This is an optimization exercise on Yosys and OpenROAD, whose aim is small area, a short achievable clock period and few clock cycles per item, not a production implementation. At most, simulation tests tie the RTL to the original design; equivalence was not proved. Power is estimated from default activity; no workload was simulated.

==> flow/design.v <==
module unidad_math (
    input  logic        clk,
    input  logic        rst_n,
    input  logic        start,
    input  logic [1:0]  op,        
    input  logic [15:0] a,
    input  logic [15:0] b,
    output logic [31:0] result,
    output logic        done
);
    logic [31:0] R;       
    logic [15:0] A;       
    logic        f_mul, f_div, f_sq, f_bcd;    
    logic [2:0]  cnt;
    logic        busy;
    logic [18:0] X, P, Q2, Q3, S1, S2, S3, cs_s, cs_c;
    logic        sub;
    assign sub = f_div | f_sq;
    always_comb begin
        X = {3'b000, R[31:16]};
        if (f_div) X = {1'b0, R[31:14]};
        if (f_sq)  X = {8'd0, R[22:16], A[15:12]};
    end
    always_comb begin
        if (f_sq) begin
            P  = ~{8'd0, R[7:0], 3'b001};
            Q2 = ~{7'd0, R[7:0], 4'b0100};
            Q3 = ~{7'd0, R[7:0], 4'b1000};
        end else if (f_div) begin
            P  = {3'b111, A};
            Q2 = {2'b11, A, 1'b1};
            Q3 = {2'b11, A, 1'b1};
        end else begin
            P  = {3'b000, A & {16{R[0]}}};
            Q2 = {2'b00, A & {16{R[1]}}, 1'b0};
            Q3 = {2'b00, A & {16{R[1]}}, 1'b0};
        end
    end
    assign S1   = X + P  + {18'd0, sub};
    assign S2   = X + Q2 + {18'd0, sub};
    assign cs_s = X ^ P ^ Q3;
    assign cs_c = {((X[17:0] & P[17:0]) | (X[17:0] & Q3[17:0]) | (P[17:0] & Q3[17:0])), sub};
    assign S3   = cs_s + cs_c + {18'd0, sub};
    logic [1:0]  d_q;
    logic [15:0] d_r;
    always_comb begin
        if (!S3[18])      begin d_q = 2'd3; d_r = S3[15:0]; end
        else if (!S2[18]) begin d_q = 2'd2; d_r = S2[15:0]; end
        else if (!S1[18]) begin d_q = 2'd1; d_r = S1[15:0]; end
        else              begin d_q = 2'd0; d_r = X[15:0];  end
    end
    function automatic logic [3:0] add3(input logic [3:0] d);
        logic ge5;
        ge5 = d[3] | (d[2] & (d[1] | d[0]));
        add3 = {ge5,
                (d[2] & ~d[1] & ~d[0]) | (d[3] & d[0]),
                (~d[2] & d[1]) | (d[1] & d[0]) | (d[3] & ~d[0]),
                d[0] ^ ge5};
    endfunction
    function automatic logic [19:0] dabble(input logic [19:0] d, input logic bit_in);
        dabble = {d[18:16], add3(d[15:12]), add3(d[11:8]), add3(d[7:4]), add3(d[3:0]), bit_in};
    endfunction
    logic [19:0] b_d;
    always_comb begin
        b_d = R[19:0];
        for (int i = 0; i < 4; i++) b_d = dabble(b_d, A[15 - i]);
    end
    logic [1:0] l_dq, l_dr;
    always_comb begin
        l_dq = 2'd0; l_dr = a[15:14];
        if (b[15:2] == 14'd0)
            case (b[1:0])
                2'd0: begin l_dq = 2'd3;              l_dr = a[15:14]; end
                2'd1: begin l_dq = a[15:14];          l_dr = 2'd0; end
                2'd2: begin l_dq = {1'b0, a[15]};     l_dr = {1'b0, a[14]}; end
                default: begin l_dq = {1'b0, &a[15:14]}; l_dr = &a[15:14] ? 2'd0 : a[15:14]; end
            endcase
    end
    logic [1:0] l_sq;
    logic [2:0] l_sr;
    always_comb begin
        if (a[15:12] >= 4'd9)      begin l_sq = 2'd3; l_sr = 3'(a[15:12] - 4'd9); end
        else if (a[15:12] >= 4'd4) begin l_sq = 2'd2; l_sr = 3'(a[15:12] - 4'd4); end
        else if (a[15:12] >= 4'd1) begin l_sq = 2'd1; l_sr = 3'(a[15:12] - 4'd1); end
        else                       begin l_sq = 2'd0; l_sr = 3'd0; end
    end
    logic [3:0] l_b;
    assign l_b = add3({1'b0, a[15:13]});
    always_ff @(posedge clk) begin
        if (!rst_n) begin
            busy <= 1'b0;
            done <= 1'b0;
        end else begin
            done <= busy && !start && cnt == 3'd0;
            if (start)              busy <= 1'b1;
            else if (cnt == 3'd0)   busy <= 1'b0;
        end
    end
    always_ff @(posedge clk) begin
        cnt <= cnt - 3'd1;
        if (start) begin
            f_mul <= op == 2'd0;
            f_div <= op == 2'd1;
            f_sq  <= op == 2'd2;
            f_bcd <= op == 2'd3;
            case (op)
                2'd0: begin R <= {16'd0, b};                    A <= a;               cnt <= 3'd7; end
                2'd1: begin R <= {14'd0, l_dr, a[13:0], l_dq};  A <= ~b;              cnt <= 3'd6; end
                2'd2: begin R <= {13'd0, l_sr, 14'd0, l_sq};    A <= {a[11:0], 4'd0}; cnt <= 3'd2; end
                default: begin R <= {27'd0, l_b, a[12]};        A <= {a[11:0], 4'd0}; cnt <= 3'd2; end
            endcase
        end else begin
            if (f_mul)      R <= {S3[17:0], R[15:2]};
            else if (f_div) R <= {d_r, R[13:0], d_q};
            else if (f_sq)  R <= {9'd0, (cnt == 3'd0) ? 7'd0 : d_r[6:0], 8'd0, R[5:0], d_q};
            else            R <= {12'd0, b_d};
            if (f_sq | f_bcd) A <= {A[11:0], 4'd0};
        end
    end
    assign result = R;
endmodule
clock: 8.0 ns
lec_check: 0
abc_area: 1
cap_margin: 20
core_margin: 2
core_utilization: 45
place_density: 0.6
setup_slack_margin: 4
slew_margin: 20
standard.sh (not shown) runs the stock make flow with config.mk's settings and CLKGATE_MAP_FILE= SYNTH_SCRIPT=/design/flow/synth_recipe.tcl, a recipe that flattens the netlist after the stock synthesis.
==> flow/flow/run.sh <==
#!/bin/bash
# The standard layout, with the port buffers as plain buf_4 cells instead of
# the delay-cell buffers buffer_ports picks by default.
set -euo pipefail
export BUFFER_PORTS_ARGS="-buffer_cell sky130_fd_sc_hd__buf_4"
bash standard.sh > standard.log 2>&1
Testbench counts at the start, summed over its fixed seeds: cycles 134,524, items 16,000.
Rerun with:
--- a/flow/design.v
+++ b/flow/design.v
@@ -9,15 +9,17 @@
     output logic        done
 );
     logic [31:0] R;       
     logic [15:0] A;       
     logic        f_mul, f_div, f_sq, f_bcd;    
+    logic        f_sub;                        
+    logic [1:0]  op_r;                         
     logic [2:0]  cnt;
     logic        busy;
     logic [18:0] X, P, Q2, Q3, S1, S2, S3, cs_s, cs_c;
     logic        sub;
-    assign sub = f_div | f_sq;
+    assign sub = f_sub;
     always_comb begin
         X = {3'b000, R[31:16]};
         if (f_div) X = {1'b0, R[31:14]};
         if (f_sq)  X = {8'd0, R[22:16], A[15:12]};
     end
@@ -101,21 +103,25 @@
         if (start) begin
             f_mul <= op == 2'd0;
             f_div <= op == 2'd1;
             f_sq  <= op == 2'd2;
             f_bcd <= op == 2'd3;
+            f_sub <= op == 2'd1 || op == 2'd2;
+            op_r  <= op;
             case (op)
                 2'd0: begin R <= {16'd0, b};                    A <= a;               cnt <= 3'd7; end
                 2'd1: begin R <= {14'd0, l_dr, a[13:0], l_dq};  A <= ~b;              cnt <= 3'd6; end
                 2'd2: begin R <= {13'd0, l_sr, 14'd0, l_sq};    A <= {a[11:0], 4'd0}; cnt <= 3'd2; end
                 default: begin R <= {27'd0, l_b, a[12]};        A <= {a[11:0], 4'd0}; cnt <= 3'd2; end
             endcase
         end else begin
-            if (f_mul)      R <= {S3[17:0], R[15:2]};
-            else if (f_div) R <= {d_r, R[13:0], d_q};
-            else if (f_sq)  R <= {9'd0, (cnt == 3'd0) ? 7'd0 : d_r[6:0], 8'd0, R[5:0], d_q};
-            else            R <= {12'd0, b_d};
-            if (f_sq | f_bcd) A <= {A[11:0], 4'd0};
+            case (op_r)
+                2'd0: R <= {S3[17:0], R[15:2]};
+                2'd1: R <= {d_r, R[13:0], d_q};
+                2'd2: R <= {9'd0, (cnt == 3'd0) ? 7'd0 : d_r[6:0], 8'd0, R[5:0], d_q};
+                default: R <= {12'd0, b_d};
+            endcase
+            if (op_r[1]) A <= {A[11:0], 4'd0};
         end
     end
     assign result = R;
 endmodule
Effect: Die area is higher by 2.6%; routed wire length is lower by 0.85%; power is lower by 1.4%; synthesized cell count is higher by 4.2%; final area is higher by 0.41%.
Testbench counts after the change, summed over its fixed seeds: cycles 134,524, items 16,000.


before:
Starts from the design.v that is shown in full above.
export LEC_CHECK = 0
export ABC_AREA = 1
export CAP_MARGIN = 20
export CORE_MARGIN = 2
export CORE_UTILIZATION = 70
export PLACE_DENSITY = 0.8
export SETUP_SLACK_MARGIN = 4
export SLEW_MARGIN = 20
create_clock -name core_clock -period 8.0 [get_ports {clk}]
Scripts as last shown in full above: flow/flow/run.sh
before completed end to end with timing, DRC and antenna clean.
Testbench counts of before, summed over its fixed seeds: cycles 134,524, items 16,000.
Edits applied to the flow inputs when going from before to after:
==> flow/design.v <==
module unidad_math (
    input  logic        clk,
    input  logic        rst_n,
    input  logic        start,
    input  logic [1:0]  op,        
    input  logic [15:0] a,
    input  logic [15:0] b,
    output logic [31:0] result,
    output logic        done
);
    logic [31:0] R;       
    logic [15:0] A;       
    logic        f_mul, f_div, f_sq, f_bcd;    
    logic [2:0]  cnt;
    logic        busy;
    logic [18:0] X, P, Q2, Q3, W, S1, S2, S3, cs_s, cs_c, cs2_s, cs2_c;
    logic        sub;
    assign sub = f_div | f_sq;
    always_comb begin
        X = {3'b000, R[31:16]};
        if (f_div) X = {1'b0, R[31:14]};
        if (f_sq)  X = {8'd0, R[22:16], A[15:12]};
    end
    always_comb begin
        if (f_sq) begin
            P  = ~{8'd0, R[7:0], 3'b001};
            Q2 = ~{7'd0, R[7:0], 4'b0100};
            Q3 = ~{7'd0, R[7:0], 4'b1000};
        end else if (f_div) begin
            P  = {3'b111, A};
            Q2 = {2'b11, A, 1'b1};
            Q3 = {2'b11, A, 1'b1};
        end else begin
            P  = {3'b000, A & {16{R[0]}}};
            Q2 = {2'b00, A & {16{R[1]}}, 1'b0};
            Q3 = {2'b00, A & {16{R[1]}}, 1'b0};
        end
    end
    assign S1   = X + P  + {18'd0, sub};
    assign S2   = X + Q2 + {18'd0, sub};
    assign cs_s = X ^ P ^ Q3;
    assign cs_c = {((X[17:0] & P[17:0]) | (X[17:0] & Q3[17:0]) | (P[17:0] & Q3[17:0])), sub};
    assign W    = {1'b0, A & {16{R[2] & f_mul}}, 2'b00};
    assign cs2_s = cs_s ^ cs_c ^ W;
    assign cs2_c = {((cs_s[17:0] & cs_c[17:0]) | (cs_s[17:0] & W[17:0]) | (cs_c[17:0] & W[17:0])), sub};
    assign S3   = cs2_s + cs2_c;
    logic [1:0]  d_q;
    logic [15:0] d_r;
    always_comb begin
        if (!S3[18])      begin d_q = 2'd3; d_r = S3[15:0]; end
        else if (!S2[18]) begin d_q = 2'd2; d_r = S2[15:0]; end
        else if (!S1[18]) begin d_q = 2'd1; d_r = S1[15:0]; end
        else              begin d_q = 2'd0; d_r = X[15:0];  end
    end
    function automatic logic [3:0] add3(input logic [3:0] d);
        logic ge5;
        ge5 = d[3] | (d[2] & (d[1] | d[0]));
        add3 = {ge5,
                (d[2] & ~d[1] & ~d[0]) | (d[3] & d[0]),
                (~d[2] & d[1]) | (d[1] & d[0]) | (d[3] & ~d[0]),
                d[0] ^ ge5};
    endfunction
    function automatic logic [19:0] dabble(input logic [19:0] d, input logic bit_in);
        dabble = {d[18:16], add3(d[15:12]), add3(d[11:8]), add3(d[7:4]), add3(d[3:0]), bit_in};
    endfunction
    logic [19:0] b_d;
    always_comb begin
        b_d = R[19:0];
        for (int i = 0; i < 4; i++) b_d = dabble(b_d, A[15 - i]);
    end
    logic [1:0] l_dq, l_dr;
    always_comb begin
        l_dq = 2'd0; l_dr = a[15:14];
        if (b[15:2] == 14'd0)
            case (b[1:0])
                2'd0: begin l_dq = 2'd3;              l_dr = a[15:14]; end
                2'd1: begin l_dq = a[15:14];          l_dr = 2'd0; end
                2'd2: begin l_dq = {1'b0, a[15]};     l_dr = {1'b0, a[14]}; end
                default: begin l_dq = {1'b0, &a[15:14]}; l_dr = &a[15:14] ? 2'd0 : a[15:14]; end
            endcase
    end
    logic [1:0] l_sq;
    logic [2:0] l_sr;
    always_comb begin
        if (a[15:12] >= 4'd9)      begin l_sq = 2'd3; l_sr = 3'(a[15:12] - 4'd9); end
        else if (a[15:12] >= 4'd4) begin l_sq = 2'd2; l_sr = 3'(a[15:12] - 4'd4); end
        else if (a[15:12] >= 4'd1) begin l_sq = 2'd1; l_sr = 3'(a[15:12] - 4'd1); end
        else                       begin l_sq = 2'd0; l_sr = 3'd0; end
    end
    logic [3:0] l_b;
    assign l_b = add3({1'b0, a[15:13]});
    always_ff @(posedge clk) begin
        if (!rst_n) begin
            busy <= 1'b0;
            done <= 1'b0;
        end else begin
            done <= busy && !start && cnt == 3'd0;
            if (start)              busy <= 1'b1;
            else if (cnt == 3'd0)   busy <= 1'b0;
        end
    end
    always_ff @(posedge clk) begin
        cnt <= cnt - 3'd1;
        if (start) begin
            f_mul <= op == 2'd0;
            f_div <= op == 2'd1;
            f_sq  <= op == 2'd2;
            f_bcd <= op == 2'd3;
            case (op)
                2'd0: begin R <= {1'b0, a & {16{b[0]}}, b[15:1]}; A <= a;             cnt <= 3'd4; end
                2'd1: begin R <= {14'd0, l_dr, a[13:0], l_dq};  A <= ~b;              cnt <= 3'd6; end
                2'd2: begin R <= {13'd0, l_sr, 14'd0, l_sq};    A <= {a[11:0], 4'd0}; cnt <= 3'd2; end
                default: begin R <= {27'd0, l_b, a[12]};        A <= {a[11:0], 4'd0}; cnt <= 3'd2; end
            endcase
        end else begin
            if (f_mul)      R <= {S3, R[15:3]};
            else if (f_div) R <= {d_r, R[13:0], d_q};
            else if (f_sq)  R <= {9'd0, (cnt == 3'd0) ? 7'd0 : d_r[6:0], 8'd0, R[5:0], d_q};
            else            R <= {12'd0, b_d};
            if (f_sq | f_bcd) A <= {A[11:0], 4'd0};
        end
    end
    assign result = R;
endmodule
Results
Number of distinct library cells after synthesis ends up lower on after. Status: mux cell area share after synthesis parity (after, before). Min total cell area at the placement stage across before and after: before. Going from before to after, synthesized area divided by synthesized cell count comparable, placement row count went up, net count after synthesis went up 116, die height grew by 3.9 um. Comparing after against before, there is no change at all in fraction of synthesis flops using an asynchronous set or reset pin. As the logs show, after stopped at global routing after a tool error, so it never reached the end of the flow. Compared with before, after shows die span in x that has gone up by a few percent. Summary of the comparison: synthesized area is higher in after, relative to before. Gate count after technology mapping went up by a little under 10% going from before to after. after ends up with a post-cts repair resize count that is 125 higher than in before. Re synthesized-area fraction occupied by ao, oa, aoi and oai cells: before was higher than after. Sum of net half-perimeters after detailed placement, before and after: higher on after.
Function not checked in after: the RTL went through the layout flow alone.

==> afterwards: timing with drivers on the ports <==
How much do the figures lean on ideal ports? The routed layouts below were timed once more, with nothing changed but the port constraints.
Step 1: set_driving_cell puts a clkbuf_16 on clk and a buf_2 on each other input, an assumption about the parent block.
Step 2 moves the port delays by t, midway between the first and last clock arrival at a register: inputs arrive t later, outputs are due t later. That takes back most of the time a late clock gives input paths.
Three values: ideal, step 1, step 2; two values: the first two.
run | shift t [ns] | setup slack, ns | hold WS [ns] | slew at the worst register clock pin (ns)
the first run of note 1 | 0.395 | 4.072 / 4.072 / 4.072 | 0.435 / 0.435 / 0.435 | 0.06 / 0.06
the second run of note 1 | 0.387 | 4.134 / 4.134 / 4.134 | 0.436 / 0.436 / 0.436 | 0.06 / 0.06
before | 0.389 | 3.989 / 3.989 / 3.989 | 0.444 / 0.444 / 0.444 | 0.08 / 0.08
After both steps every run listed still meets setup and hold.
